Context: an optimization exercise on an open-source flow, tuned for small area and a short achievable clock period. The choices shown serve that exercise and are no tape-out recipe.
Function was checked by simulation only, so behaviour that the tests miss may differ from the original.
Power and IR drop assume default switching activity.

## design.v

```verilog
module CPU(clock,reset,MemData,MemOut,rd,wr,PC,IR,MBR,AC,MAR,SR);
input clock;
input reset;
input signed [15:0] MemData;
output reg signed [15:0] MemOut;
output reg [10:0] PC,MAR;
output reg signed [15:0] IR,MBR;
output signed [15:0] AC;
output reg wr,rd;
output [3:0] SR;    
reg [2:0] state;
reg signed [15:0] ACr;      
reg [3:0] SRr;
reg accSel;                 
wire [3:0] op = IR[15:12];
wire       m  = IR[11];
wire        ld   = (op == 4'h1);
wire        sub  = (op == 4'h4);
wire        ls   = ld | (op == 4'h3) | sub;   
wire        mul  = (op == 4'h5);
wire        dv   = (op == 4'h6);
wire        sa   = ACr[15];
wire [15:0] lorA;
assign lorA[0] = 1'b0;
genvar ga;
generate
  for (ga = 1; ga < 16; ga = ga + 1) begin : la
    assign lorA[ga] = |ACr[ga-1:0];
  end
endgenerate
wire [15:0] absa = {16{dv}} & (ACr ^ ({16{sa}} & lorA));
reg  [15:0] absAr;
always @(posedge clock) absAr <= absa;
reg ldq, subq, lsq, mulq, dvq;
always @(posedge clock) begin
  ldq <= ld; subq <= sub; lsq <= ls; mulq <= mul; dvq <= dv;
end
wire [15:0] d1, B1c;
wire        cin1;
wire [4:0] s3_r, s3_q;
cpu_s3 u_s3(.MemData(MemData), .IRlo(IR[11:0]), .dv(dvq), .sub(subq), .absAr(absAr),
            .ACr(ACr), .d1(d1), .cin1(cin1), .B1c(B1c), .r_out(s3_r), .q_out(s3_q));
reg [15:0] B1r;
reg        cinr, d1s;
always @(posedge clock)
  if (state == 3'd3) begin
    B1r <= B1c; cinr <= cin1; d1s <= d1[15];
  end
reg [4:0] p1r, p1q;
always @(posedge clock) begin
  p1r <= s3_r;
  p1q <= s3_q;
end
wire [13:0] s4_r;
wire [8:0] s4_q;
cpu_s4 u_s4(.p1r(p1r), .absAr(absAr), .ACr(ACr), .B1r(B1r), .cinr(cinr), .dv(dvq),
            .r_out(s4_r), .q_out(s4_q));
reg [13:0] p2r;
reg [13:0] p2q;
always @(posedge clock) begin
  p2r <= s4_r;
  p2q <= {p1q, s4_q};
end
wire [15:0] res;
wire [3:0]  resf;
cpu_s0 u_s0(.p2r(p2r), .p2q(p2q), .absAr(absAr), .ACr(ACr), .SRr(SRr), .accSel(accSel),
            .B1r(B1r), .cinr(cinr), .d1s(d1s), .dv(dvq), .mul(mulq), .ls(lsq), .ld(ldq), .sub(subq),
            .res(res), .resf(resf), .AC(AC), .SR(SR));
always @(posedge clock) begin
  if (reset) begin
    PC <= 0; MAR <= 0; IR <= 0; MBR <= 0; ACr <= 0; MemOut <= 0; SRr <= 0;
    rd <= 1; wr <= 0;
    accSel <= 0;
    state <= 0;
  end else
  case (state)
  0: begin
    rd <= 1; wr <= 0;
    MAR <= PC;
    if (accSel) begin
      ACr <= res;
      SRr <= resf;
    end
    accSel <= 0;
    state <= 1;
  end
  1: begin
    rd <= 1; wr <= 0;
    IR <= MemData;
    PC <= PC + 1'b1;
    state <= 2;
  end
  2: begin
    if (m) MAR <= IR[10:0];
    state <= 3;
  end
  3: begin
    state <= 4;
    case (op)
      4'h1, 4'h3, 4'h4, 4'h5, 4'h6: MBR <= d1;
      4'h2: begin MBR <= ACr; rd <= 0; wr <= 1; end
      4'h7: begin PC <= MAR; state <= 0; end
      4'h8: if (SRr[3]) begin PC <= MAR; state <= 0; end
      default: ;
    endcase
  end
  4: begin
    state <= 0;
    case (op)
      4'h2: MemOut <= MBR;
      4'h1, 4'h3, 4'h4, 4'h5, 4'h6: accSel <= 1'b1;
      default: ;
    endcase
  end
  default: state <= 0;
  endcase
end
endmodule
module cpu_s3(input [15:0] MemData, input [11:0] IRlo, input dv, input sub,
              input [15:0] absAr, input [15:0] ACr,
              output [15:0] d1, output cin1, output [15:0] B1c,
              output [4:0] r_out, output [4:0] q_out);
assign d1   = IRlo[11] ? MemData : {5'b0, IRlo[10:0]};    
assign cin1 = (dv & ~d1[15]) | sub;
assign B1c  = d1 ^ {16{cin1}};
wire w1 = absAr[15] & B1c[0];
wire w2 = absAr[15] | B1c[0];
wire w3 = w1 | (w2 & cin1);
wire w4 = w2 & 1'b0;
wire w5 = w3 & (d1[15] ? (&d1[15:1]) : ~(|d1[15:1]));
wire w6 = dv ? w5 : ACr[15];
wire [0:0] r7;
assign r7[0] = absAr[15] ^ (w6 & (B1c[0] ^ cin1));
wire w8 = absAr[14] & B1c[0];
wire w9 = absAr[14] | B1c[0];
wire w10 = r7[0] & B1c[1];
wire w11 = r7[0] | B1c[1];
wire w12 = w8 | (w9 & cin1);
wire w13 = w9 & 1'b0;
wire w14 = w10 | (w11 & w12);
wire w15 = w11 & w13;
wire w16 = w14 & (d1[15] ? (&d1[15:2]) : ~(|d1[15:2]));
wire w17 = dv ? w16 : ACr[14];
wire [1:0] r18;
assign r18[0] = absAr[14] ^ (w17 & (B1c[0] ^ cin1));
assign r18[1] = r7[0] ^ (w17 & (B1c[1] ^ w12));
wire w19 = absAr[13] & B1c[0];
wire w20 = absAr[13] | B1c[0];
wire w21 = r18[0] & B1c[1];
wire w22 = r18[0] | B1c[1];
wire w23 = r18[1] & B1c[2];
wire w24 = r18[1] | B1c[2];
wire w25 = w19 | (w20 & cin1);
wire w26 = w20 & 1'b0;
wire w27 = w23 | (w24 & w21);
wire w28 = w24 & w22;
wire w29 = w21 | (w22 & w25);
wire w30 = w22 & w26;
wire w31 = w27 | (w28 & w25);
wire w32 = w28 & w26;
wire w33 = w31 & (d1[15] ? (&d1[15:3]) : ~(|d1[15:3]));
wire w34 = dv ? w33 : ACr[13];
wire [2:0] r35;
assign r35[0] = absAr[13] ^ (w34 & (B1c[0] ^ cin1));
assign r35[1] = r18[0] ^ (w34 & (B1c[1] ^ w25));
assign r35[2] = r18[1] ^ (w34 & (B1c[2] ^ w29));
wire w36 = absAr[12] & B1c[0];
wire w37 = absAr[12] | B1c[0];
wire w38 = r35[0] & B1c[1];
wire w39 = r35[0] | B1c[1];
wire w40 = r35[1] & B1c[2];
wire w41 = r35[1] | B1c[2];
wire w42 = r35[2] & B1c[3];
wire w43 = r35[2] | B1c[3];
wire w44 = w36 | (w37 & cin1);
wire w45 = w37 & 1'b0;
wire w46 = w40 | (w41 & w38);
wire w47 = w41 & w39;
wire w48 = w38 | (w39 & w44);
wire w49 = w39 & w45;
wire w50 = w46 | (w47 & w44);
wire w51 = w47 & w45;
wire w52 = w42 | (w43 & w50);
wire w53 = w43 & w51;
wire w54 = w52 & (d1[15] ? (&d1[15:4]) : ~(|d1[15:4]));
wire w55 = dv ? w54 : ACr[12];
wire [3:0] r56;
assign r56[0] = absAr[12] ^ (w55 & (B1c[0] ^ cin1));
assign r56[1] = r35[0] ^ (w55 & (B1c[1] ^ w44));
assign r56[2] = r35[1] ^ (w55 & (B1c[2] ^ w48));
assign r56[3] = r35[2] ^ (w55 & (B1c[3] ^ w50));
wire w57 = absAr[11] & B1c[0];
wire w58 = absAr[11] | B1c[0];
wire w59 = r56[0] & B1c[1];
wire w60 = r56[0] | B1c[1];
wire w61 = r56[1] & B1c[2];
wire w62 = r56[1] | B1c[2];
wire w63 = r56[2] & B1c[3];
wire w64 = r56[2] | B1c[3];
wire w65 = r56[3] & B1c[4];
wire w66 = r56[3] | B1c[4];
wire w67 = w57 | (w58 & cin1);
wire w68 = w58 & 1'b0;
wire w69 = w61 | (w62 & w59);
wire w70 = w62 & w60;
wire w71 = w65 | (w66 & w63);
wire w72 = w66 & w64;
wire w73 = w59 | (w60 & w67);
wire w74 = w60 & w68;
wire w75 = w69 | (w70 & w67);
wire w76 = w70 & w68;
wire w77 = w63 | (w64 & w75);
wire w78 = w64 & w76;
wire w79 = w71 | (w72 & w75);
wire w80 = w72 & w76;
wire w81 = w79 & (d1[15] ? (&d1[15:5]) : ~(|d1[15:5]));
wire w82 = dv ? w81 : ACr[11];
wire [4:0] r83;
assign r83[0] = absAr[11] ^ (w82 & (B1c[0] ^ cin1));
assign r83[1] = r56[0] ^ (w82 & (B1c[1] ^ w67));
assign r83[2] = r56[1] ^ (w82 & (B1c[2] ^ w73));
assign r83[3] = r56[2] ^ (w82 & (B1c[3] ^ w75));
assign r83[4] = r56[3] ^ (w82 & (B1c[4] ^ w77));
assign r_out = r83;
assign q_out = {w5, w16, w33, w54, w81};
endmodule
module cpu_s4(input [4:0] p1r, input [15:0] absAr, input [15:0] ACr,
              input [15:0] B1r, input cinr, input dv,
              output [13:0] r_out, output [8:0] q_out);
wire w84 = absAr[10] & B1r[0];
wire w85 = absAr[10] | B1r[0];
wire w86 = p1r[0] & B1r[1];
wire w87 = p1r[0] | B1r[1];
wire w88 = p1r[1] & B1r[2];
wire w89 = p1r[1] | B1r[2];
wire w90 = p1r[2] & B1r[3];
wire w91 = p1r[2] | B1r[3];
wire w92 = p1r[3] & B1r[4];
wire w93 = p1r[3] | B1r[4];
wire w94 = p1r[4] & B1r[5];
wire w95 = p1r[4] | B1r[5];
wire w96 = w84 | (w85 & cinr);
wire w97 = w85 & 1'b0;
wire w98 = w88 | (w89 & w86);
wire w99 = w89 & w87;
wire w100 = w92 | (w93 & w90);
wire w101 = w93 & w91;
wire w102 = w86 | (w87 & w96);
wire w103 = w87 & w97;
wire w104 = w98 | (w99 & w96);
wire w105 = w99 & w97;
wire w106 = w94 | (w95 & w100);
wire w107 = w95 & w101;
wire w108 = w90 | (w91 & w104);
wire w109 = w91 & w105;
wire w110 = w100 | (w101 & w104);
wire w111 = w101 & w105;
wire w112 = w106 | (w107 & w104);
wire w113 = w107 & w105;
wire w114 = w112 & (&B1r[15:6]);
wire w115 = dv ? w114 : ACr[10];
wire [5:0] r116;
assign r116[0] = absAr[10] ^ (w115 & (B1r[0] ^ cinr));
assign r116[1] = p1r[0] ^ (w115 & (B1r[1] ^ w96));
assign r116[2] = p1r[1] ^ (w115 & (B1r[2] ^ w102));
assign r116[3] = p1r[2] ^ (w115 & (B1r[3] ^ w104));
assign r116[4] = p1r[3] ^ (w115 & (B1r[4] ^ w108));
assign r116[5] = p1r[4] ^ (w115 & (B1r[5] ^ w110));
wire w117 = absAr[9] & B1r[0];
wire w118 = absAr[9] | B1r[0];
wire w119 = r116[0] & B1r[1];
wire w120 = r116[0] | B1r[1];
wire w121 = r116[1] & B1r[2];
wire w122 = r116[1] | B1r[2];
wire w123 = r116[2] & B1r[3];
wire w124 = r116[2] | B1r[3];
wire w125 = r116[3] & B1r[4];
wire w126 = r116[3] | B1r[4];
wire w127 = r116[4] & B1r[5];
wire w128 = r116[4] | B1r[5];
wire w129 = r116[5] & B1r[6];
wire w130 = r116[5] | B1r[6];
wire w131 = w117 | (w118 & cinr);
wire w132 = w118 & 1'b0;
wire w133 = w121 | (w122 & w119);
wire w134 = w122 & w120;
wire w135 = w125 | (w126 & w123);
wire w136 = w126 & w124;
wire w137 = w129 | (w130 & w127);
wire w138 = w130 & w128;
wire w139 = w119 | (w120 & w131);
wire w140 = w120 & w132;
wire w141 = w133 | (w134 & w131);
wire w142 = w134 & w132;
wire w143 = w127 | (w128 & w135);
wire w144 = w128 & w136;
wire w145 = w137 | (w138 & w135);
wire w146 = w138 & w136;
wire w147 = w123 | (w124 & w141);
wire w148 = w124 & w142;
wire w149 = w135 | (w136 & w141);
wire w150 = w136 & w142;
wire w151 = w143 | (w144 & w141);
wire w152 = w144 & w142;
wire w153 = w145 | (w146 & w141);
wire w154 = w146 & w142;
wire w155 = w153 & (&B1r[15:7]);
wire w156 = dv ? w155 : ACr[9];
wire [6:0] r157;
assign r157[0] = absAr[9] ^ (w156 & (B1r[0] ^ cinr));
assign r157[1] = r116[0] ^ (w156 & (B1r[1] ^ w131));
assign r157[2] = r116[1] ^ (w156 & (B1r[2] ^ w139));
assign r157[3] = r116[2] ^ (w156 & (B1r[3] ^ w141));
assign r157[4] = r116[3] ^ (w156 & (B1r[4] ^ w147));
assign r157[5] = r116[4] ^ (w156 & (B1r[5] ^ w149));
assign r157[6] = r116[5] ^ (w156 & (B1r[6] ^ w151));
wire w158 = absAr[8] & B1r[0];
wire w159 = absAr[8] | B1r[0];
wire w160 = r157[0] & B1r[1];
wire w161 = r157[0] | B1r[1];
wire w162 = r157[1] & B1r[2];
wire w163 = r157[1] | B1r[2];
wire w164 = r157[2] & B1r[3];
wire w165 = r157[2] | B1r[3];
wire w166 = r157[3] & B1r[4];
wire w167 = r157[3] | B1r[4];
wire w168 = r157[4] & B1r[5];
wire w169 = r157[4] | B1r[5];
wire w170 = r157[5] & B1r[6];
wire w171 = r157[5] | B1r[6];
wire w172 = r157[6] & B1r[7];
wire w173 = r157[6] | B1r[7];
wire w174 = w158 | (w159 & cinr);
wire w175 = w159 & 1'b0;
wire w176 = w162 | (w163 & w160);
wire w177 = w163 & w161;
wire w178 = w166 | (w167 & w164);
wire w179 = w167 & w165;
wire w180 = w170 | (w171 & w168);
wire w181 = w171 & w169;
wire w182 = w160 | (w161 & w174);
wire w183 = w161 & w175;
wire w184 = w176 | (w177 & w174);
wire w185 = w177 & w175;
wire w186 = w168 | (w169 & w178);
wire w187 = w169 & w179;
wire w188 = w180 | (w181 & w178);
wire w189 = w181 & w179;
wire w190 = w164 | (w165 & w184);
wire w191 = w165 & w185;
wire w192 = w178 | (w179 & w184);
wire w193 = w179 & w185;
wire w194 = w186 | (w187 & w184);
wire w195 = w187 & w185;
wire w196 = w188 | (w189 & w184);
wire w197 = w189 & w185;
wire w198 = w172 | (w173 & w196);
wire w199 = w173 & w197;
wire w200 = w198 & (&B1r[15:8]);
wire w201 = dv ? w200 : ACr[8];
wire [7:0] r202;
assign r202[0] = absAr[8] ^ (w201 & (B1r[0] ^ cinr));
assign r202[1] = r157[0] ^ (w201 & (B1r[1] ^ w174));
assign r202[2] = r157[1] ^ (w201 & (B1r[2] ^ w182));
assign r202[3] = r157[2] ^ (w201 & (B1r[3] ^ w184));
assign r202[4] = r157[3] ^ (w201 & (B1r[4] ^ w190));
assign r202[5] = r157[4] ^ (w201 & (B1r[5] ^ w192));
assign r202[6] = r157[5] ^ (w201 & (B1r[6] ^ w194));
assign r202[7] = r157[6] ^ (w201 & (B1r[7] ^ w196));
wire w203 = absAr[7] & B1r[0];
wire w204 = absAr[7] | B1r[0];
wire w205 = r202[0] & B1r[1];
wire w206 = r202[0] | B1r[1];
wire w207 = r202[1] & B1r[2];
wire w208 = r202[1] | B1r[2];
wire w209 = r202[2] & B1r[3];
wire w210 = r202[2] | B1r[3];
wire w211 = r202[3] & B1r[4];
wire w212 = r202[3] | B1r[4];
wire w213 = r202[4] & B1r[5];
wire w214 = r202[4] | B1r[5];
wire w215 = r202[5] & B1r[6];
wire w216 = r202[5] | B1r[6];
wire w217 = r202[6] & B1r[7];
wire w218 = r202[6] | B1r[7];
wire w219 = r202[7] & B1r[8];
wire w220 = r202[7] | B1r[8];
wire w221 = w203 | (w204 & cinr);
wire w222 = w204 & 1'b0;
wire w223 = w207 | (w208 & w205);
wire w224 = w208 & w206;
wire w225 = w211 | (w212 & w209);
wire w226 = w212 & w210;
wire w227 = w215 | (w216 & w213);
wire w228 = w216 & w214;
wire w229 = w219 | (w220 & w217);
wire w230 = w220 & w218;
wire w231 = w205 | (w206 & w221);
wire w232 = w206 & w222;
wire w233 = w223 | (w224 & w221);
wire w234 = w224 & w222;
wire w235 = w213 | (w214 & w225);
wire w236 = w214 & w226;
wire w237 = w227 | (w228 & w225);
wire w238 = w228 & w226;
wire w239 = w209 | (w210 & w233);
wire w240 = w210 & w234;
wire w241 = w225 | (w226 & w233);
wire w242 = w226 & w234;
wire w243 = w235 | (w236 & w233);
wire w244 = w236 & w234;
wire w245 = w237 | (w238 & w233);
wire w246 = w238 & w234;
wire w247 = w217 | (w218 & w245);
wire w248 = w218 & w246;
wire w249 = w229 | (w230 & w245);
wire w250 = w230 & w246;
wire w251 = w249 & (&B1r[15:9]);
wire w252 = dv ? w251 : ACr[7];
wire [8:0] r253;
assign r253[0] = absAr[7] ^ (w252 & (B1r[0] ^ cinr));
assign r253[1] = r202[0] ^ (w252 & (B1r[1] ^ w221));
assign r253[2] = r202[1] ^ (w252 & (B1r[2] ^ w231));
assign r253[3] = r202[2] ^ (w252 & (B1r[3] ^ w233));
assign r253[4] = r202[3] ^ (w252 & (B1r[4] ^ w239));
assign r253[5] = r202[4] ^ (w252 & (B1r[5] ^ w241));
assign r253[6] = r202[5] ^ (w252 & (B1r[6] ^ w243));
assign r253[7] = r202[6] ^ (w252 & (B1r[7] ^ w245));
assign r253[8] = r202[7] ^ (w252 & (B1r[8] ^ w247));
wire w254 = absAr[6] & B1r[0];
wire w255 = absAr[6] | B1r[0];
wire w256 = r253[0] & B1r[1];
wire w257 = r253[0] | B1r[1];
wire w258 = r253[1] & B1r[2];
wire w259 = r253[1] | B1r[2];
wire w260 = r253[2] & B1r[3];
wire w261 = r253[2] | B1r[3];
wire w262 = r253[3] & B1r[4];
wire w263 = r253[3] | B1r[4];
wire w264 = r253[4] & B1r[5];
wire w265 = r253[4] | B1r[5];
wire w266 = r253[5] & B1r[6];
wire w267 = r253[5] | B1r[6];
wire w268 = r253[6] & B1r[7];
wire w269 = r253[6] | B1r[7];
wire w270 = r253[7] & B1r[8];
wire w271 = r253[7] | B1r[8];
wire w272 = r253[8] & B1r[9];
wire w273 = r253[8] | B1r[9];
wire w274 = w254 | (w255 & cinr);
wire w275 = w255 & 1'b0;
wire w276 = w258 | (w259 & w256);
wire w277 = w259 & w257;
wire w278 = w262 | (w263 & w260);
wire w279 = w263 & w261;
wire w280 = w266 | (w267 & w264);
wire w281 = w267 & w265;
wire w282 = w270 | (w271 & w268);
wire w283 = w271 & w269;
wire w284 = w256 | (w257 & w274);
wire w285 = w257 & w275;
wire w286 = w276 | (w277 & w274);
wire w287 = w277 & w275;
wire w288 = w264 | (w265 & w278);
wire w289 = w265 & w279;
wire w290 = w280 | (w281 & w278);
wire w291 = w281 & w279;
wire w292 = w272 | (w273 & w282);
wire w293 = w273 & w283;
wire w294 = w260 | (w261 & w286);
wire w295 = w261 & w287;
wire w296 = w278 | (w279 & w286);
wire w297 = w279 & w287;
wire w298 = w288 | (w289 & w286);
wire w299 = w289 & w287;
wire w300 = w290 | (w291 & w286);
wire w301 = w291 & w287;
wire w302 = w268 | (w269 & w300);
wire w303 = w269 & w301;
wire w304 = w282 | (w283 & w300);
wire w305 = w283 & w301;
wire w306 = w292 | (w293 & w300);
wire w307 = w293 & w301;
wire w308 = w306 & (&B1r[15:10]);
wire w309 = dv ? w308 : ACr[6];
wire [9:0] r310;
assign r310[0] = absAr[6] ^ (w309 & (B1r[0] ^ cinr));
assign r310[1] = r253[0] ^ (w309 & (B1r[1] ^ w274));
assign r310[2] = r253[1] ^ (w309 & (B1r[2] ^ w284));
assign r310[3] = r253[2] ^ (w309 & (B1r[3] ^ w286));
assign r310[4] = r253[3] ^ (w309 & (B1r[4] ^ w294));
assign r310[5] = r253[4] ^ (w309 & (B1r[5] ^ w296));
assign r310[6] = r253[5] ^ (w309 & (B1r[6] ^ w298));
assign r310[7] = r253[6] ^ (w309 & (B1r[7] ^ w300));
assign r310[8] = r253[7] ^ (w309 & (B1r[8] ^ w302));
assign r310[9] = r253[8] ^ (w309 & (B1r[9] ^ w304));
wire w311 = absAr[5] & B1r[0];
wire w312 = absAr[5] | B1r[0];
wire w313 = r310[0] & B1r[1];
wire w314 = r310[0] | B1r[1];
wire w315 = r310[1] & B1r[2];
wire w316 = r310[1] | B1r[2];
wire w317 = r310[2] & B1r[3];
wire w318 = r310[2] | B1r[3];
wire w319 = r310[3] & B1r[4];
wire w320 = r310[3] | B1r[4];
wire w321 = r310[4] & B1r[5];
wire w322 = r310[4] | B1r[5];
wire w323 = r310[5] & B1r[6];
wire w324 = r310[5] | B1r[6];
wire w325 = r310[6] & B1r[7];
wire w326 = r310[6] | B1r[7];
wire w327 = r310[7] & B1r[8];
wire w328 = r310[7] | B1r[8];
wire w329 = r310[8] & B1r[9];
wire w330 = r310[8] | B1r[9];
wire w331 = r310[9] & B1r[10];
wire w332 = r310[9] | B1r[10];
wire w333 = w311 | (w312 & cinr);
wire w334 = w312 & 1'b0;
wire w335 = w315 | (w316 & w313);
wire w336 = w316 & w314;
wire w337 = w319 | (w320 & w317);
wire w338 = w320 & w318;
wire w339 = w323 | (w324 & w321);
wire w340 = w324 & w322;
wire w341 = w327 | (w328 & w325);
wire w342 = w328 & w326;
wire w343 = w331 | (w332 & w329);
wire w344 = w332 & w330;
wire w345 = w313 | (w314 & w333);
wire w346 = w314 & w334;
wire w347 = w335 | (w336 & w333);
wire w348 = w336 & w334;
wire w349 = w321 | (w322 & w337);
wire w350 = w322 & w338;
wire w351 = w339 | (w340 & w337);
wire w352 = w340 & w338;
wire w353 = w329 | (w330 & w341);
wire w354 = w330 & w342;
wire w355 = w343 | (w344 & w341);
wire w356 = w344 & w342;
wire w357 = w317 | (w318 & w347);
wire w358 = w318 & w348;
wire w359 = w337 | (w338 & w347);
wire w360 = w338 & w348;
wire w361 = w349 | (w350 & w347);
wire w362 = w350 & w348;
wire w363 = w351 | (w352 & w347);
wire w364 = w352 & w348;
wire w365 = w325 | (w326 & w363);
wire w366 = w326 & w364;
wire w367 = w341 | (w342 & w363);
wire w368 = w342 & w364;
wire w369 = w353 | (w354 & w363);
wire w370 = w354 & w364;
wire w371 = w355 | (w356 & w363);
wire w372 = w356 & w364;
wire w373 = w371 & (&B1r[15:11]);
wire w374 = dv ? w373 : ACr[5];
wire [10:0] r375;
assign r375[0] = absAr[5] ^ (w374 & (B1r[0] ^ cinr));
assign r375[1] = r310[0] ^ (w374 & (B1r[1] ^ w333));
assign r375[2] = r310[1] ^ (w374 & (B1r[2] ^ w345));
assign r375[3] = r310[2] ^ (w374 & (B1r[3] ^ w347));
assign r375[4] = r310[3] ^ (w374 & (B1r[4] ^ w357));
assign r375[5] = r310[4] ^ (w374 & (B1r[5] ^ w359));
assign r375[6] = r310[5] ^ (w374 & (B1r[6] ^ w361));
assign r375[7] = r310[6] ^ (w374 & (B1r[7] ^ w363));
assign r375[8] = r310[7] ^ (w374 & (B1r[8] ^ w365));
assign r375[9] = r310[8] ^ (w374 & (B1r[9] ^ w367));
assign r375[10] = r310[9] ^ (w374 & (B1r[10] ^ w369));
wire w376 = absAr[4] & B1r[0];
wire w377 = absAr[4] | B1r[0];
wire w378 = r375[0] & B1r[1];
wire w379 = r375[0] | B1r[1];
wire w380 = r375[1] & B1r[2];
wire w381 = r375[1] | B1r[2];
wire w382 = r375[2] & B1r[3];
wire w383 = r375[2] | B1r[3];
wire w384 = r375[3] & B1r[4];
wire w385 = r375[3] | B1r[4];
wire w386 = r375[4] & B1r[5];
wire w387 = r375[4] | B1r[5];
wire w388 = r375[5] & B1r[6];
wire w389 = r375[5] | B1r[6];
wire w390 = r375[6] & B1r[7];
wire w391 = r375[6] | B1r[7];
wire w392 = r375[7] & B1r[8];
wire w393 = r375[7] | B1r[8];
wire w394 = r375[8] & B1r[9];
wire w395 = r375[8] | B1r[9];
wire w396 = r375[9] & B1r[10];
wire w397 = r375[9] | B1r[10];
wire w398 = r375[10] & B1r[11];
wire w399 = r375[10] | B1r[11];
wire w400 = w376 | (w377 & cinr);
wire w401 = w377 & 1'b0;
wire w402 = w380 | (w381 & w378);
wire w403 = w381 & w379;
wire w404 = w384 | (w385 & w382);
wire w405 = w385 & w383;
wire w406 = w388 | (w389 & w386);
wire w407 = w389 & w387;
wire w408 = w392 | (w393 & w390);
wire w409 = w393 & w391;
wire w410 = w396 | (w397 & w394);
wire w411 = w397 & w395;
wire w412 = w378 | (w379 & w400);
wire w413 = w379 & w401;
wire w414 = w402 | (w403 & w400);
wire w415 = w403 & w401;
wire w416 = w386 | (w387 & w404);
wire w417 = w387 & w405;
wire w418 = w406 | (w407 & w404);
wire w419 = w407 & w405;
wire w420 = w394 | (w395 & w408);
wire w421 = w395 & w409;
wire w422 = w410 | (w411 & w408);
wire w423 = w411 & w409;
wire w424 = w382 | (w383 & w414);
wire w425 = w383 & w415;
wire w426 = w404 | (w405 & w414);
wire w427 = w405 & w415;
wire w428 = w416 | (w417 & w414);
wire w429 = w417 & w415;
wire w430 = w418 | (w419 & w414);
wire w431 = w419 & w415;
wire w432 = w398 | (w399 & w422);
wire w433 = w399 & w423;
wire w434 = w390 | (w391 & w430);
wire w435 = w391 & w431;
wire w436 = w408 | (w409 & w430);
wire w437 = w409 & w431;
wire w438 = w420 | (w421 & w430);
wire w439 = w421 & w431;
wire w440 = w422 | (w423 & w430);
wire w441 = w423 & w431;
wire w442 = w432 | (w433 & w430);
wire w443 = w433 & w431;
wire w444 = w442 & (&B1r[15:12]);
wire w445 = dv ? w444 : ACr[4];
wire [11:0] r446;
assign r446[0] = absAr[4] ^ (w445 & (B1r[0] ^ cinr));
assign r446[1] = r375[0] ^ (w445 & (B1r[1] ^ w400));
assign r446[2] = r375[1] ^ (w445 & (B1r[2] ^ w412));
assign r446[3] = r375[2] ^ (w445 & (B1r[3] ^ w414));
assign r446[4] = r375[3] ^ (w445 & (B1r[4] ^ w424));
assign r446[5] = r375[4] ^ (w445 & (B1r[5] ^ w426));
assign r446[6] = r375[5] ^ (w445 & (B1r[6] ^ w428));
assign r446[7] = r375[6] ^ (w445 & (B1r[7] ^ w430));
assign r446[8] = r375[7] ^ (w445 & (B1r[8] ^ w434));
assign r446[9] = r375[8] ^ (w445 & (B1r[9] ^ w436));
assign r446[10] = r375[9] ^ (w445 & (B1r[10] ^ w438));
assign r446[11] = r375[10] ^ (w445 & (B1r[11] ^ w440));
wire w447 = absAr[3] & B1r[0];
wire w448 = absAr[3] | B1r[0];
wire w449 = r446[0] & B1r[1];
wire w450 = r446[0] | B1r[1];
wire w451 = r446[1] & B1r[2];
wire w452 = r446[1] | B1r[2];
wire w453 = r446[2] & B1r[3];
wire w454 = r446[2] | B1r[3];
wire w455 = r446[3] & B1r[4];
wire w456 = r446[3] | B1r[4];
wire w457 = r446[4] & B1r[5];
wire w458 = r446[4] | B1r[5];
wire w459 = r446[5] & B1r[6];
wire w460 = r446[5] | B1r[6];
wire w461 = r446[6] & B1r[7];
wire w462 = r446[6] | B1r[7];
wire w463 = r446[7] & B1r[8];
wire w464 = r446[7] | B1r[8];
wire w465 = r446[8] & B1r[9];
wire w466 = r446[8] | B1r[9];
wire w467 = r446[9] & B1r[10];
wire w468 = r446[9] | B1r[10];
wire w469 = r446[10] & B1r[11];
wire w470 = r446[10] | B1r[11];
wire w471 = r446[11] & B1r[12];
wire w472 = r446[11] | B1r[12];
wire w473 = w447 | (w448 & cinr);
wire w474 = w448 & 1'b0;
wire w475 = w451 | (w452 & w449);
wire w476 = w452 & w450;
wire w477 = w455 | (w456 & w453);
wire w478 = w456 & w454;
wire w479 = w459 | (w460 & w457);
wire w480 = w460 & w458;
wire w481 = w463 | (w464 & w461);
wire w482 = w464 & w462;
wire w483 = w467 | (w468 & w465);
wire w484 = w468 & w466;
wire w485 = w471 | (w472 & w469);
wire w486 = w472 & w470;
wire w487 = w449 | (w450 & w473);
wire w488 = w450 & w474;
wire w489 = w475 | (w476 & w473);
wire w490 = w476 & w474;
wire w491 = w457 | (w458 & w477);
wire w492 = w458 & w478;
wire w493 = w479 | (w480 & w477);
wire w494 = w480 & w478;
wire w495 = w465 | (w466 & w481);
wire w496 = w466 & w482;
wire w497 = w483 | (w484 & w481);
wire w498 = w484 & w482;
wire w499 = w453 | (w454 & w489);
wire w500 = w454 & w490;
wire w501 = w477 | (w478 & w489);
wire w502 = w478 & w490;
wire w503 = w491 | (w492 & w489);
wire w504 = w492 & w490;
wire w505 = w493 | (w494 & w489);
wire w506 = w494 & w490;
wire w507 = w469 | (w470 & w497);
wire w508 = w470 & w498;
wire w509 = w485 | (w486 & w497);
wire w510 = w486 & w498;
wire w511 = w461 | (w462 & w505);
wire w512 = w462 & w506;
wire w513 = w481 | (w482 & w505);
wire w514 = w482 & w506;
wire w515 = w495 | (w496 & w505);
wire w516 = w496 & w506;
wire w517 = w497 | (w498 & w505);
wire w518 = w498 & w506;
wire w519 = w507 | (w508 & w505);
wire w520 = w508 & w506;
wire w521 = w509 | (w510 & w505);
wire w522 = w510 & w506;
wire w523 = w521 & (&B1r[15:13]);
wire w524 = dv ? w523 : ACr[3];
wire [12:0] r525;
assign r525[0] = absAr[3] ^ (w524 & (B1r[0] ^ cinr));
assign r525[1] = r446[0] ^ (w524 & (B1r[1] ^ w473));
assign r525[2] = r446[1] ^ (w524 & (B1r[2] ^ w487));
assign r525[3] = r446[2] ^ (w524 & (B1r[3] ^ w489));
assign r525[4] = r446[3] ^ (w524 & (B1r[4] ^ w499));
assign r525[5] = r446[4] ^ (w524 & (B1r[5] ^ w501));
assign r525[6] = r446[5] ^ (w524 & (B1r[6] ^ w503));
assign r525[7] = r446[6] ^ (w524 & (B1r[7] ^ w505));
assign r525[8] = r446[7] ^ (w524 & (B1r[8] ^ w511));
assign r525[9] = r446[8] ^ (w524 & (B1r[9] ^ w513));
assign r525[10] = r446[9] ^ (w524 & (B1r[10] ^ w515));
assign r525[11] = r446[10] ^ (w524 & (B1r[11] ^ w517));
assign r525[12] = r446[11] ^ (w524 & (B1r[12] ^ w519));
wire w526 = absAr[2] & B1r[0];
wire w527 = absAr[2] | B1r[0];
wire w528 = r525[0] & B1r[1];
wire w529 = r525[0] | B1r[1];
wire w530 = r525[1] & B1r[2];
wire w531 = r525[1] | B1r[2];
wire w532 = r525[2] & B1r[3];
wire w533 = r525[2] | B1r[3];
wire w534 = r525[3] & B1r[4];
wire w535 = r525[3] | B1r[4];
wire w536 = r525[4] & B1r[5];
wire w537 = r525[4] | B1r[5];
wire w538 = r525[5] & B1r[6];
wire w539 = r525[5] | B1r[6];
wire w540 = r525[6] & B1r[7];
wire w541 = r525[6] | B1r[7];
wire w542 = r525[7] & B1r[8];
wire w543 = r525[7] | B1r[8];
wire w544 = r525[8] & B1r[9];
wire w545 = r525[8] | B1r[9];
wire w546 = r525[9] & B1r[10];
wire w547 = r525[9] | B1r[10];
wire w548 = r525[10] & B1r[11];
wire w549 = r525[10] | B1r[11];
wire w550 = r525[11] & B1r[12];
wire w551 = r525[11] | B1r[12];
wire w552 = r525[12] & B1r[13];
wire w553 = r525[12] | B1r[13];
wire w554 = w526 | (w527 & cinr);
wire w555 = w527 & 1'b0;
wire w556 = w530 | (w531 & w528);
wire w557 = w531 & w529;
wire w558 = w534 | (w535 & w532);
wire w559 = w535 & w533;
wire w560 = w538 | (w539 & w536);
wire w561 = w539 & w537;
wire w562 = w542 | (w543 & w540);
wire w563 = w543 & w541;
wire w564 = w546 | (w547 & w544);
wire w565 = w547 & w545;
wire w566 = w550 | (w551 & w548);
wire w567 = w551 & w549;
wire w568 = w528 | (w529 & w554);
wire w569 = w529 & w555;
wire w570 = w556 | (w557 & w554);
wire w571 = w557 & w555;
wire w572 = w536 | (w537 & w558);
wire w573 = w537 & w559;
wire w574 = w560 | (w561 & w558);
wire w575 = w561 & w559;
wire w576 = w544 | (w545 & w562);
wire w577 = w545 & w563;
wire w578 = w564 | (w565 & w562);
wire w579 = w565 & w563;
wire w580 = w552 | (w553 & w566);
wire w581 = w553 & w567;
wire w582 = w532 | (w533 & w570);
wire w583 = w533 & w571;
wire w584 = w558 | (w559 & w570);
wire w585 = w559 & w571;
wire w586 = w572 | (w573 & w570);
wire w587 = w573 & w571;
wire w588 = w574 | (w575 & w570);
wire w589 = w575 & w571;
wire w590 = w548 | (w549 & w578);
wire w591 = w549 & w579;
wire w592 = w566 | (w567 & w578);
wire w593 = w567 & w579;
wire w594 = w580 | (w581 & w578);
wire w595 = w581 & w579;
wire w596 = w540 | (w541 & w588);
wire w597 = w541 & w589;
wire w598 = w562 | (w563 & w588);
wire w599 = w563 & w589;
wire w600 = w576 | (w577 & w588);
wire w601 = w577 & w589;
wire w602 = w578 | (w579 & w588);
wire w603 = w579 & w589;
wire w604 = w590 | (w591 & w588);
wire w605 = w591 & w589;
wire w606 = w592 | (w593 & w588);
wire w607 = w593 & w589;
wire w608 = w594 | (w595 & w588);
wire w609 = w595 & w589;
wire w610 = w608 & (&B1r[15:14]);
wire w611 = dv ? w610 : ACr[2];
wire [13:0] r612;
assign r612[0] = absAr[2] ^ (w611 & (B1r[0] ^ cinr));
assign r612[1] = r525[0] ^ (w611 & (B1r[1] ^ w554));
assign r612[2] = r525[1] ^ (w611 & (B1r[2] ^ w568));
assign r612[3] = r525[2] ^ (w611 & (B1r[3] ^ w570));
assign r612[4] = r525[3] ^ (w611 & (B1r[4] ^ w582));
assign r612[5] = r525[4] ^ (w611 & (B1r[5] ^ w584));
assign r612[6] = r525[5] ^ (w611 & (B1r[6] ^ w586));
assign r612[7] = r525[6] ^ (w611 & (B1r[7] ^ w588));
assign r612[8] = r525[7] ^ (w611 & (B1r[8] ^ w596));
assign r612[9] = r525[8] ^ (w611 & (B1r[9] ^ w598));
assign r612[10] = r525[9] ^ (w611 & (B1r[10] ^ w600));
assign r612[11] = r525[10] ^ (w611 & (B1r[11] ^ w602));
assign r612[12] = r525[11] ^ (w611 & (B1r[12] ^ w604));
assign r612[13] = r525[12] ^ (w611 & (B1r[13] ^ w606));
assign r_out = r612;
assign q_out = {w114, w155, w200, w251, w308, w373, w444, w523, w610};
endmodule
module cpu_s0(input [13:0] p2r, input [13:0] p2q, input [15:0] absAr,
              input [15:0] ACr, input [3:0] SRr, input accSel,
              input [15:0] B1r, input cinr, input d1s,
              input dv, input mul, input ls, input ld, input sub,
              output [15:0] res, output [3:0] resf, output [15:0] AC, output [3:0] SR);
wire w613 = absAr[1] & B1r[0];
wire w614 = absAr[1] | B1r[0];
wire w615 = p2r[0] & B1r[1];
wire w616 = p2r[0] | B1r[1];
wire w617 = p2r[1] & B1r[2];
wire w618 = p2r[1] | B1r[2];
wire w619 = p2r[2] & B1r[3];
wire w620 = p2r[2] | B1r[3];
wire w621 = p2r[3] & B1r[4];
wire w622 = p2r[3] | B1r[4];
wire w623 = p2r[4] & B1r[5];
wire w624 = p2r[4] | B1r[5];
wire w625 = p2r[5] & B1r[6];
wire w626 = p2r[5] | B1r[6];
wire w627 = p2r[6] & B1r[7];
wire w628 = p2r[6] | B1r[7];
wire w629 = p2r[7] & B1r[8];
wire w630 = p2r[7] | B1r[8];
wire w631 = p2r[8] & B1r[9];
wire w632 = p2r[8] | B1r[9];
wire w633 = p2r[9] & B1r[10];
wire w634 = p2r[9] | B1r[10];
wire w635 = p2r[10] & B1r[11];
wire w636 = p2r[10] | B1r[11];
wire w637 = p2r[11] & B1r[12];
wire w638 = p2r[11] | B1r[12];
wire w639 = p2r[12] & B1r[13];
wire w640 = p2r[12] | B1r[13];
wire w641 = p2r[13] & B1r[14];
wire w642 = p2r[13] | B1r[14];
wire w643 = w613 | (w614 & cinr);
wire w644 = w614 & 1'b0;
wire w645 = w617 | (w618 & w615);
wire w646 = w618 & w616;
wire w647 = w621 | (w622 & w619);
wire w648 = w622 & w620;
wire w649 = w625 | (w626 & w623);
wire w650 = w626 & w624;
wire w651 = w629 | (w630 & w627);
wire w652 = w630 & w628;
wire w653 = w633 | (w634 & w631);
wire w654 = w634 & w632;
wire w655 = w637 | (w638 & w635);
wire w656 = w638 & w636;
wire w657 = w641 | (w642 & w639);
wire w658 = w642 & w640;
wire w659 = w615 | (w616 & w643);
wire w660 = w616 & w644;
wire w661 = w645 | (w646 & w643);
wire w662 = w646 & w644;
wire w663 = w623 | (w624 & w647);
wire w664 = w624 & w648;
wire w665 = w649 | (w650 & w647);
wire w666 = w650 & w648;
wire w667 = w631 | (w632 & w651);
wire w668 = w632 & w652;
wire w669 = w653 | (w654 & w651);
wire w670 = w654 & w652;
wire w671 = w639 | (w640 & w655);
wire w672 = w640 & w656;
wire w673 = w657 | (w658 & w655);
wire w674 = w658 & w656;
wire w675 = w619 | (w620 & w661);
wire w676 = w620 & w662;
wire w677 = w647 | (w648 & w661);
wire w678 = w648 & w662;
wire w679 = w663 | (w664 & w661);
wire w680 = w664 & w662;
wire w681 = w665 | (w666 & w661);
wire w682 = w666 & w662;
wire w683 = w635 | (w636 & w669);
wire w684 = w636 & w670;
wire w685 = w655 | (w656 & w669);
wire w686 = w656 & w670;
wire w687 = w671 | (w672 & w669);
wire w688 = w672 & w670;
wire w689 = w673 | (w674 & w669);
wire w690 = w674 & w670;
wire w691 = w627 | (w628 & w681);
wire w692 = w628 & w682;
wire w693 = w651 | (w652 & w681);
wire w694 = w652 & w682;
wire w695 = w667 | (w668 & w681);
wire w696 = w668 & w682;
wire w697 = w669 | (w670 & w681);
wire w698 = w670 & w682;
wire w699 = w683 | (w684 & w681);
wire w700 = w684 & w682;
wire w701 = w685 | (w686 & w681);
wire w702 = w686 & w682;
wire w703 = w687 | (w688 & w681);
wire w704 = w688 & w682;
wire w705 = w689 | (w690 & w681);
wire w706 = w690 & w682;
wire w707 = w705 & (&B1r[15:15]);
wire w708 = dv ? w707 : ACr[1];
wire [14:0] r709;
assign r709[0] = absAr[1] ^ (w708 & (B1r[0] ^ cinr));
assign r709[1] = p2r[0] ^ (w708 & (B1r[1] ^ w643));
assign r709[2] = p2r[1] ^ (w708 & (B1r[2] ^ w659));
assign r709[3] = p2r[2] ^ (w708 & (B1r[3] ^ w661));
assign r709[4] = p2r[3] ^ (w708 & (B1r[4] ^ w675));
assign r709[5] = p2r[4] ^ (w708 & (B1r[5] ^ w677));
assign r709[6] = p2r[5] ^ (w708 & (B1r[6] ^ w679));
assign r709[7] = p2r[6] ^ (w708 & (B1r[7] ^ w681));
assign r709[8] = p2r[7] ^ (w708 & (B1r[8] ^ w691));
assign r709[9] = p2r[8] ^ (w708 & (B1r[9] ^ w693));
assign r709[10] = p2r[9] ^ (w708 & (B1r[10] ^ w695));
assign r709[11] = p2r[10] ^ (w708 & (B1r[11] ^ w697));
assign r709[12] = p2r[11] ^ (w708 & (B1r[12] ^ w699));
assign r709[13] = p2r[12] ^ (w708 & (B1r[13] ^ w701));
assign r709[14] = p2r[13] ^ (w708 & (B1r[14] ^ w703));
wire w710 = ls ? (~ld & ACr[0]) : absAr[0];
wire w711 = ls ? (~ld & ACr[1]) : r709[0];
wire w712 = ls ? (~ld & ACr[2]) : r709[1];
wire w713 = ls ? (~ld & ACr[3]) : r709[2];
wire w714 = ls ? (~ld & ACr[4]) : r709[3];
wire w715 = ls ? (~ld & ACr[5]) : r709[4];
wire w716 = ls ? (~ld & ACr[6]) : r709[5];
wire w717 = ls ? (~ld & ACr[7]) : r709[6];
wire w718 = ls ? (~ld & ACr[8]) : r709[7];
wire w719 = ls ? (~ld & ACr[9]) : r709[8];
wire w720 = ls ? (~ld & ACr[10]) : r709[9];
wire w721 = ls ? (~ld & ACr[11]) : r709[10];
wire w722 = ls ? (~ld & ACr[12]) : r709[11];
wire w723 = ls ? (~ld & ACr[13]) : r709[12];
wire w724 = ls ? (~ld & ACr[14]) : r709[13];
wire w725 = ls ? (~ld & ACr[15]) : r709[14];
wire w726 = w710 & B1r[0];
wire w727 = w710 | B1r[0];
wire w728 = w711 & B1r[1];
wire w729 = w711 | B1r[1];
wire w730 = w712 & B1r[2];
wire w731 = w712 | B1r[2];
wire w732 = w713 & B1r[3];
wire w733 = w713 | B1r[3];
wire w734 = w714 & B1r[4];
wire w735 = w714 | B1r[4];
wire w736 = w715 & B1r[5];
wire w737 = w715 | B1r[5];
wire w738 = w716 & B1r[6];
wire w739 = w716 | B1r[6];
wire w740 = w717 & B1r[7];
wire w741 = w717 | B1r[7];
wire w742 = w718 & B1r[8];
wire w743 = w718 | B1r[8];
wire w744 = w719 & B1r[9];
wire w745 = w719 | B1r[9];
wire w746 = w720 & B1r[10];
wire w747 = w720 | B1r[10];
wire w748 = w721 & B1r[11];
wire w749 = w721 | B1r[11];
wire w750 = w722 & B1r[12];
wire w751 = w722 | B1r[12];
wire w752 = w723 & B1r[13];
wire w753 = w723 | B1r[13];
wire w754 = w724 & B1r[14];
wire w755 = w724 | B1r[14];
wire w756 = w725 & B1r[15];
wire w757 = w725 | B1r[15];
wire w758 = w726 | (w727 & cinr);
wire w759 = w727 & 1'b0;
wire w760 = w730 | (w731 & w728);
wire w761 = w731 & w729;
wire w762 = w734 | (w735 & w732);
wire w763 = w735 & w733;
wire w764 = w738 | (w739 & w736);
wire w765 = w739 & w737;
wire w766 = w742 | (w743 & w740);
wire w767 = w743 & w741;
wire w768 = w746 | (w747 & w744);
wire w769 = w747 & w745;
wire w770 = w750 | (w751 & w748);
wire w771 = w751 & w749;
wire w772 = w754 | (w755 & w752);
wire w773 = w755 & w753;
wire w774 = w728 | (w729 & w758);
wire w775 = w729 & w759;
wire w776 = w760 | (w761 & w758);
wire w777 = w761 & w759;
wire w778 = w736 | (w737 & w762);
wire w779 = w737 & w763;
wire w780 = w764 | (w765 & w762);
wire w781 = w765 & w763;
wire w782 = w744 | (w745 & w766);
wire w783 = w745 & w767;
wire w784 = w768 | (w769 & w766);
wire w785 = w769 & w767;
wire w786 = w752 | (w753 & w770);
wire w787 = w753 & w771;
wire w788 = w772 | (w773 & w770);
wire w789 = w773 & w771;
wire w790 = w732 | (w733 & w776);
wire w791 = w733 & w777;
wire w792 = w762 | (w763 & w776);
wire w793 = w763 & w777;
wire w794 = w778 | (w779 & w776);
wire w795 = w779 & w777;
wire w796 = w780 | (w781 & w776);
wire w797 = w781 & w777;
wire w798 = w748 | (w749 & w784);
wire w799 = w749 & w785;
wire w800 = w770 | (w771 & w784);
wire w801 = w771 & w785;
wire w802 = w786 | (w787 & w784);
wire w803 = w787 & w785;
wire w804 = w788 | (w789 & w784);
wire w805 = w789 & w785;
wire w806 = w740 | (w741 & w796);
wire w807 = w741 & w797;
wire w808 = w766 | (w767 & w796);
wire w809 = w767 & w797;
wire w810 = w782 | (w783 & w796);
wire w811 = w783 & w797;
wire w812 = w784 | (w785 & w796);
wire w813 = w785 & w797;
wire w814 = w798 | (w799 & w796);
wire w815 = w799 & w797;
wire w816 = w800 | (w801 & w796);
wire w817 = w801 & w797;
wire w818 = w802 | (w803 & w796);
wire w819 = w803 & w797;
wire w820 = w804 | (w805 & w796);
wire w821 = w805 & w797;
wire w822 = w756 | (w757 & w820);
wire w823 = w757 & w821;
wire w824 = w822 & 1'b1;
wire lastc = w822;     
wire w825 = dv ? w824 : (~mul | ACr[0]);
wire [15:0] r826;
assign r826[0] = w710 ^ (w825 & (B1r[0] ^ cinr));
assign r826[1] = w711 ^ (w825 & (B1r[1] ^ w758));
assign r826[2] = w712 ^ (w825 & (B1r[2] ^ w774));
assign r826[3] = w713 ^ (w825 & (B1r[3] ^ w776));
assign r826[4] = w714 ^ (w825 & (B1r[4] ^ w790));
assign r826[5] = w715 ^ (w825 & (B1r[5] ^ w792));
assign r826[6] = w716 ^ (w825 & (B1r[6] ^ w794));
assign r826[7] = w717 ^ (w825 & (B1r[7] ^ w796));
assign r826[8] = w718 ^ (w825 & (B1r[8] ^ w806));
assign r826[9] = w719 ^ (w825 & (B1r[9] ^ w808));
assign r826[10] = w720 ^ (w825 & (B1r[10] ^ w810));
assign r826[11] = w721 ^ (w825 & (B1r[11] ^ w812));
assign r826[12] = w722 ^ (w825 & (B1r[12] ^ w814));
assign r826[13] = w723 ^ (w825 & (B1r[13] ^ w816));
assign r826[14] = w724 ^ (w825 & (B1r[14] ^ w818));
assign r826[15] = w725 ^ (w825 & (B1r[15] ^ w820));
wire [15:0] qu = {p2q, w707, w824};
wire [15:0] prod = r826;             
wire        sa   = ACr[15];
wire        dz   = cinr & (&B1r);           
wire        negq = sa ^ d1s;
wire [15:0] lowor;
assign lowor[0] = 1'b0;
genvar gi;
generate
  for (gi = 1; gi < 16; gi = gi + 1) begin : lo
    assign lowor[gi] = |qu[gi-1:0];
  end
endgenerate
wire [15:0] quot  = dz ? 16'd0 : (qu ^ ({16{negq}} & lowor));
assign      res   = dv ? quot : prod;
wire        resz  = dv ? (dz | ~|qu) : ~|prod;
wire        as_   = ls & ~ld;
wire        resc  = as_ & (lastc ^ sub);
wire        resv  = as_ & (ACr[15] == B1r[15]) & (prod[15] != ACr[15]);
assign      resf  = {resz, res[15], resc, resv};
assign AC = accSel ? res : ACr;
assign SR = accSel ? resf : SRr;
endmodule
```

## flow/run.sh

```bash
#!/bin/bash
set -euo pipefail
MARGIN=$(python3 -c "print(round(${FLOW_PERIOD_NS} - 12, 3))")
bash standard.sh SETUP_SLACK_MARGIN=$MARGIN "BUFFER_PORTS_ARGS=-buffer_cell sky130_fd_sc_hd__buf_1" finish > standard_flow.log 2>&1
```

## standard.sh

```bash
#!/bin/bash
# synth_recipe.tcl (not shown) runs the flow's synth.tcl, then flattens the netlist and writes it again
# the make line also repeats each setting of config.mk as NAME=value (left out here)
make -C /OpenROAD-flow-scripts/flow DESIGN_CONFIG=/design/flow/config.mk WORK_HOME=/design/flow/orfs CLKGATE_MAP_FILE= SYNTH_SCRIPT=/design/flow/synth_recipe.tcl "${@:-finish}"
```

## config.mk

```make
export PLATFORM = sky130hd
export DESIGN_NAME = CPU
export DESIGN_NICKNAME = CPU
export VERILOG_FILES = /design/flow/design.v
export SDC_FILE = /design/flow/constraint.sdc
export NUM_CORES = 4
export LEC_CHECK = 0
export ABC_AREA = 1
export CAP_MARGIN = 20
export CORE_MARGIN = 2
export CORE_UTILIZATION = 40
export SLEW_MARGIN = 20
export SYNTH_HIERARCHICAL = 1
```

## constraint.sdc

```tcl
create_clock -name core_clock -period 32.0 [get_ports {clock}]
set_input_delay 6.4000 -clock core_clock [delete_from_list [all_inputs] [get_ports {clock}]]
set_output_delay 6.4000 -clock core_clock [all_outputs]
set_load 0.01 [all_outputs]
```

==> impl_metrics.py, run 1 <==
metrics = {
    "yosys": {
        "synth_commonest_cells": "nand2_1 (1091), inv_1 (376), nand3_1 (329)",
        "synth.net_count": 3068,
        "ys_ff_latch": 173,
        "yosysMostFrequentCell": "nand2_1",
        "syn_area_per_cell_sq_um": 5.73,
        "synth_edf_count": 18,
        "synthCells": 3049,
        "yosysTopAreaCellShare_pct": 23.4,
        "yosysTopAreaCell": "nand2_1",
        "yosys_warnings": 7,
        "synth_cell_types": 56,
        "synth_area_leaders": "nand2_1 (23%), dfxtp_1 (18%), nand3_1 (9.4%)",
        "ys.flop_type": "dfxtp_1",
        "syn_area_sq_um": 17500,
        "synth-seq-area-share_pct": 20.8,
        "async_flop_share_pct": 0,
    },
    "timing": {
        "setup_viol": 0,
        "hold_violations": 0,
        "worst_clock_skew_ns": 0.0119,
        "rsz0062_at_grt": "yes",
        "tns_ns": 0,
        "min_period_over_period_pct": 36.2,
        "holdWs_ns": 0.328,
        "max_slew_margin_pct": 32.3,
        "post-route-min-period_ns": 11.57,
        "maxSlewViolCount": 0,
        "tightest_slew_ns": 1.02,
        "fmax_mhz": 86.4,
    },
    "placed_design": {
        "place.detailed.hpwl_um": 43000,
        "io_buffers": 109,
        "dpl_cell_area_sq_um": 17900,
        "gp_congestion": 0.938,
    },
    "route": {
        "avgViaCountPerCell": 5.11,
        "drtIter0Drc": 1192,
        "wl_per_cell_um": 15.4,
        "vias": 19100,
        "drt_pre_antenna_iters": 6,
        "final_antenna_net_count": 0,
        "wl_um": 57500,
        "drc": 0,
    },
    "critical_path": {
        "criticalPathCategory": "reg2out",
        "reg2regPathDepth": 94,
        "critPathRequiredTime_ns": 25.60,
        "path_max_fanout": 31,
        "crit_path_end_kind": "output pin",
        "cp.depth": 23,
        "cp_data_arrival_time_ns": 5.17,
        "worstSetupStartpointType": "flip-flop",
        "crit_slowest_cell": "nor2_2",
        "cp_top_family": "simple AND/OR/NAND/NOR gates",
        "path_cells": "clkinv_1 -> nor2_2 -> inv_1 -> o21ai_0 -> o21ai_0 -> inv_1 -> nand2_1 -> nand3_1 -> nand3_2 -> nand2_4 -> nand2_2 -> nand3_1 -> nand3_2 -> nand2_4 -> nand3_1 -> nand2_1 -> nand3_1 -> nor2_1 -> nand3_1 -> nand2_1 -> nand2_1 -> nand2_1 -> buf_1",
        "max_stage_delay_ns": 0.76,
        "path_buf_inv": 4,
    },
    "global_route": {
        "grt_first_pass_wirelength_um": 89800,
        "grt_pass1_vias": 17400,
        "grt_usage_pct": 25.0,
        "grt_max_degree": 80,
        "antenna_found_initial": 0,
        "grt.overflow.total": 0,
    },
    "floorplan": {
        "num_rows": 76,
        "die_x_um": 213,
        "ios": 110,
        "die_h_um": 213,
        "core_sq_um": 43100,
        "dieArea_sq_um": 45400,
        "floorplan.initialDensity_pct": 40.6,
    },
    "outcome": {
        "outcome": "no timing/DRC/antenna violations",
    },
    "power": {
        "p_per_area_nw_per_um2": 31.2,
        "leakage_nw": 9.82,
        "ir_worst_vdd_mv": 0.0332,
    },
    "cts": {
        "cts_sinks": 173,
        "clk-insertion-delay-late_ns": 0.45,
        "clk_pin_slew_ns": 0.06,
        "cts_tree": "yes",
        "cts_hold_buf": 0,
        "cts_max_level": 4,
        "cts_root_buf": "clkbuf_16",
        "cts.path.max_buffers": 2,
        "cts_buffers": 17,
    },
    "final_layout": {
        "design_area_sq_um": 19300,
        "layout-drive-gt1-share_pct": 12.6,
        "area_growth_pct": 10.6,
        "nNetsFinal": 3157,
        "antenna_cells": 0,
    },
    "job": {
        "max-cap-violations": 0,
    },
    "worst_hold_path": {
        "holdPathStages": 0,
        "hold_class": "reg2reg",
    },
}
==> report_power, final <==
part           leakage (nW)  internal (mW)  total (mW)  switching [mW]
clock                 0.287          0.113       0.207          0.0934
sequential             1.42          0.229       0.240          0.0110
combinational          8.11         0.0454       0.157           0.112
total                  9.82          0.387       0.604           0.216
==> through the flow <==
stage | total power, mW | instances | setup slack, ns | utilization (%)
after global routing | 0.635 | 3736 | 19.88 | 44.9
final | 0.604 | 3736 | 20.43 | 44.9
after global placement | 0.392 | 3652 | 20.07 | 41.5
after detailed placement | 0.395 | 3652 | 19.59 | 41.5
after CTS | 0.602 | 3689 | 20.01 | 43.0
after floorplan | 0.358 | 3049 | 22.39 | -
==> routing by layer <==
layer | up-vias | routed length [um] | GRT usage (%)
li1 | 9740 | - | -
met1 | 8729 | 25700 | 31.9
met2 | 516 | 26500 | 42.1
met3 | 121 | 2950 | 3.49
met4 | 0 | 2330 | 10.3
met5 | - | 0 | 0
==> cell usage in the layout, fill, tap and decap left out, types with 9 or more instances in the layout <==
| cell | count |
|---|---|
| nand2_1 | 1076 |
| inv_1 | 374 |
| nand3_1 | 320 |
| nor2_1 | 243 |
| dfxtp_1 | 155 |
| o21ai_0 | 114 |
| buf_1 | 109 |
| a21oi_1 | 94 |
| xor2_1 | 88 |
| nand2_2 | 87 |
| nand3_2 | 57 |
| buf_4 | 50 |
| o21ai_1 | 44 |
| inv_2 | 38 |
| nor2_2 | 24 |
| nand2_4 | 22 |
| nand3b_1 | 22 |
| o211ai_1 | 19 |
| edfxtp_1 | 18 |
| clkbuf_16 | 18 |
| a21oi_2 | 17 |
| nand4_1 | 14 |
| nand2_8 | 10 |
| a21boi_0 | 9 |
| nand3_4 | 9 |
==> cells by family (layout without fill, tap and decap cells) <==
logic type / Yosys count / after routing / share of synthesized area, %
AND/OR/NAND/NOR: 1915 / 1927 / 49.2
buffers and inverters: 537 / 627 / 14.3
AO/OA/AOI/OAI: 320 / 320 / 10.2
flip-flops: 173 / 173 / 20.8
XOR/XNOR: 103 / 103 / 5.37
adder cells (fa/ha/maj): 1 / 1 / 0.0716
==> cell type report <==
class / count / area, sq um
well taps: 585 / 732
multi-input cells: 2351 / 11800
repair buffers: 169 / 932
flip-flops and latches: 173 / 3640
clock buffers: 23 / 509
fillers: 4637 / 23700
clock inverters: 9 / 73.8
inverters: 426 / 1620
==> state kept, by name (all words and copies together), names as in the netlist, 11 cells and up <==
signal / cells
p2q: 14
MBR: 16
IR: 16
ACr: 16
absAr: 16
MemOut: 16
p2r: 14
MAR: 11
PC: 11
B1r: 16
==> Yosys stat by module (local to each module, per instance) <==
module | flops+latches | area (sq um) | cells
CPU | 173 | 6260 | 730
cpu_s0 | 0 | 3290 | 691
cpu_s3 | 0 | 1670 | 334
cpu_s4 | 0 | 6260 | 1294
==> timing repair <==
item / CTS / global route
setup buffers: 5 / 35
gates resized for setup: 1 / 91
setup endpoints to repair: 16 / 34
pin swaps: 0 / 24
gates cloned: 0 / 12
==> final timing paths <==
path	startpoint	to	slack, ns
setup reg to reg	B1r[15]$_DFFE_PN_	p2r[10]$_DFF_P_	20.92
hold / removal	p1q[4]$_DFF_P_	p2q[13]$_DFF_P_	0.33
setup / recovery	lsq$_DFF_P_	SR[3]	20.43
hold reg to reg	p1q[4]$_DFF_P_	p2q[13]$_DFF_P_	0.33
==> worst reg2reg max path, delay by kind of cell (launching register included) <==
kind | cells | cell delay [ns]
AOI/OAI and AO/OA | 3 | 0.37
buffers and inverters | 11 | 1.10
DFF | 1 | 0.48
xor gates and xnor gates | 1 | 0.16
and+or+nand+nor | 79 | 8.86
==> run 2, diff against run 1 <==
--- a/config.mk
+++ b/config.mk
@@ -9,5 +9,6 @@
 export CAP_MARGIN = 20
 export CORE_MARGIN = 2
 export CORE_UTILIZATION = 40
+export GPL_ROUTABILITY_DRIVEN = 0
 export SLEW_MARGIN = 20
 export SYNTH_HIERARCHICAL = 1
==> run 2 against run 1 <==
Net effect: still clean; final cell count barely moved; first-iteration DRC count grew 3.4%; clock power decreased by 4%; combinational power hardly changed; worst setup slack improved by 0.11 ns; count of clock-buffer cells in the layout shrank 1; register-to-register slack about the same; sequential power about the same; fmax up 0.94%; flip-flop and latch count unchanged; sequential share of layout area up 0.14 points; clock skew increased by 0.0014 ns; critical endpoint unchanged; largest power group unchanged.
==> impl_metrics.py, run 2 <==
metrics = {
    "outcome": {
        "outcome": "no timing/DRC/antenna violations",
    },
    "timing": {
        "setup_viol": 0,
        "post-route-min-period_ns": 11.46,
        "min_period_over_period_pct": 35.8,
        "maxSlewViolCount": 0,
        "tns_ns": 0,
        "worst_clock_skew_ns": 0.0133,
        "holdWs_ns": 0.330,
        "fmax_mhz": 87.2,
        "rsz0062_at_grt": "no",
        "tightest_slew_ns": 1.01,
        "max_slew_margin_pct": 32.7,
        "hold_violations": 0,
    },
    "cts": {
        "cts_max_level": 4,
        "clk-insertion-delay-late_ns": 0.45,
        "cts_root_buf": "clkbuf_16",
        "cts.path.max_buffers": 2,
        "cts_sinks": 173,
        "cts_buffers": 17,
        "clk_pin_slew_ns": 0.07,
        "cts_tree": "yes",
    },
    "floorplan": {
        "die_h_um": 213,
        "core_sq_um": 43100,
        "ios": 110,
        "floorplan.initialDensity_pct": 40.6,
        "dieArea_sq_um": 45400,
        "num_rows": 76,
        "die_x_um": 213,
    },
    "power": {
        "combPwrFrac_pct": 26.4,
        "p_int_uw": 379,
        "switching_power_uw": 216,
        "ir_worst_vdd_mv": 0.0308,
        "leakage_nw": 9.78,
        "p_per_area_nw_per_um2": 31.0,
        "switching_share_pct": 36.3,
        "p_seq_share_pct": 40.2,
        "power.share.clock_pct": 33.4,
    },
    "route": {
        "final_antenna_net_count": 0,
        "avgViaCountPerCell": 5.11,
        "drc": 0,
        "wl_per_cell_um": 15.0,
        "vias": 19100,
        "wl_um": 56100,
        "drtIter0Drc": 1233,
        "drt_pre_antenna_iters": 8,
    },
    "placed_design": {
        "place.detailed.hpwl_um": 42300,
        "io_buffers": 109,
    },
    "worst_hold_path": {
        "hold_class": "reg2reg",
        "holdPathStages": 0,
    },
    "global_route": {
        "antenna_found_initial": 1,
        "grt.met2_usage_pct": 40.8,
        "top_usage_layer": "met2",
        "grt_first_pass_wirelength_um": 86600,
        "grt.overflow.total": 0,
        "grt_usage_pct": 24.0,
        "grtUsageMet1_pct": 31.0,
        "grtUsageMet3_pct": 2.96,
        "grt_pass1_vias": 16900,
        "grt_max_degree": 80,
    },
    "yosys": {
        "synth_area_leaders": "nand2_1 (23%), dfxtp_1 (18%), nand3_1 (9.4%)",
        "yosysTopAreaCellShare_pct": 23.4,
        "synthCells": 3049,
        "synth_edf_count": 18,
        "async_flop_share_pct": 0,
        "syn_area_sq_um": 17500,
        "synth-seq-area-share_pct": 20.8,
        "syn_area_per_cell_sq_um": 5.73,
        "yosysMostFrequentCell": "nand2_1",
        "ys.flop_type": "dfxtp_1",
        "yosysTopAreaCell": "nand2_1",
        "synth.net_count": 3068,
        "synth_cell_types": 56,
        "synth_commonest_cells": "nand2_1 (1091), inv_1 (376), nand3_1 (329)",
        "ys_ff_latch": 173,
        "yosys_warnings": 7,
    },
    "final_layout": {
        "nNetsFinal": 3154,
        "nFillCells": 4596,
        "area_growth_pct": 9.80,
        "antenna_cells": 0,
        "final_cell_mix": "nand2_1 (1081), inv_1 (375), nand3_1 (324)",
        "final_common_cell": "nand2_1",
        "postLayoutCoreUtil_pct": 44.6,
        "layout-drive-gt1-share_pct": 11.9,
    },
    "critical_path": {
        "path_max_fanout": 31,
        "criticalPathCategory": "reg2out",
        "max_stage_delay_ns": 0.33,
        "crit_top_cell": "nand2_1",
        "crit_slowest_cell": "o21ai_1",
        "critPathRequiredTime_ns": 25.60,
        "worstSetupStartpointType": "flip-flop",
        "crit_path_end_kind": "output pin",
        "reg2regPathDepth": 97,
        "cp_data_arrival_time_ns": 5.06,
    },
    "job": {
        "max-cap-violations": 0,
    },
}
## run 2: cell counts after synthesis
No cell type changed its count.
## run 2: per-module statistics from Yosys (local to each module, per instance)
module | cells | copies in the design | area (sq um) | flops+latches
cpu_s3 | 334 | 1 | 1670 | 0
CPU | 730 | 1 | 6260 | 173
cpu_s0 | 691 | 1 | 3290 | 0
cpu_s4 | 1294 | 1 | 6260 | 0
## run 2: final timing paths
kind | to | slack, ns | from
setup reg to reg | p2r[7]$_DFF_P_ | 20.91 | B1r[13]$_DFFE_PN_
setup / recovery | SR[3] | 20.54 | B1r[8]$_DFFE_PN_
hold / removal | p2q[9]$_DFF_P_ | 0.33 | p1q[0]$_DFF_P_
hold reg to reg | p2q[9]$_DFF_P_ | 0.33 | p1q[0]$_DFF_P_
## run 2: stage by stage
stage	std cells	worst slack [ns]	cell area (sq um)	power, mW
final	3733	20.54	19200	0.596
after global routing	3733	19.89	19200	0.627
after CTS	3688	19.94	18500	0.593
after detailed placement	3655	19.90	17900	0.395
after global placement	3655	20.24	17900	0.392
after floorplan	3049	22.39	17500	0.358
## run 2: area by class of cell
cell class,instances,area (sq um),area share (%)
multi-input combinational,2350,11700,61.1
timing repair buffer,167,945,4.92
tap,585,732,3.81
inverter,426,1610,8.39
clock buffer,22,464,2.42
sequential,173,3640,19.0
clock inverter,10,80.1,0.417
## run 2: cell families after synthesis
logic type	count (synthesis)	synth area share, %
buf+inv	537	14.3
flops	173	20.8
compound gates	320	10.2
simple gates	1915	49.2
fa+ha+maj	1	0.0716
xor+xnor	103	5.37
## run 2: critical path, delay by kind of cell (launching register included)
family / cells / cell delay [ns]
flops: 1 / 0.32
buf+inv: 4 / 0.64
compound gates: 2 / 0.46
simple gates: 27 / 3.17
## run 2: power groups by stage
stage          clock, mW  sequential [mW]  combinational, mW
6_report           0.199            0.240              0.157
4_1_cts            0.203            0.240              0.151
5_1_grt            0.211            0.240              0.176
2_1_floorplan          0            0.243              0.115
3_5_place_dp           0            0.245              0.150
3_3_place_gp           0            0.245              0.147
## run 2: layer usage
layer	up-vias	share of wire, %
met1	8706	45
met5	-	0.020
met3	100	5.4
met2	569	47
li1	9706	-
met4	2	3.4
## run 2: timing repair
action | 4_1_cts | 5_1_grt
endpoints found under the setup margin | 15 | 34
hold endpoints to repair | 0 | 0
pin swaps | 0 | 20
cloned | 0 | 11
gates resized for setup | 1 | 74
hold buffers | 0 | 0
setup buffers | 1 | 34

## static timing again, ports no longer ideal
How much do the figures lean on ideal ports? The routed layouts below were timed once more, with nothing changed but the port constraints. Step 1 (the two cells are an assumption about what drives the block):
set clk [get_ports {clock}]
set_driving_cell -lib_cell sky130_fd_sc_hd__clkbuf_16 $clk
set_driving_cell -lib_cell sky130_fd_sc_hd__buf_2 [delete_from_list [all_inputs] $clk]
Step 2 also shifts input and output timing later by t, the mid clock arrival at the registers, as if the neighbouring blocks saw the same clock. Three values: ideal, step 1, step 2; two values: the first two.
run | shift t [ns] | setup WS [ns] | worst setup path at the end | worst slew at a driven data input, ns | cell pins on the clock port's net
run 1 | 0.502 | 20.428 / 20.374 / 20.876 | register to output | 0.05 | 1
run 2 | 0.500 | 20.535 / 20.480 / 20.910 | register to register | 0.05 | 1
After both steps every run listed still meets setup and hold.
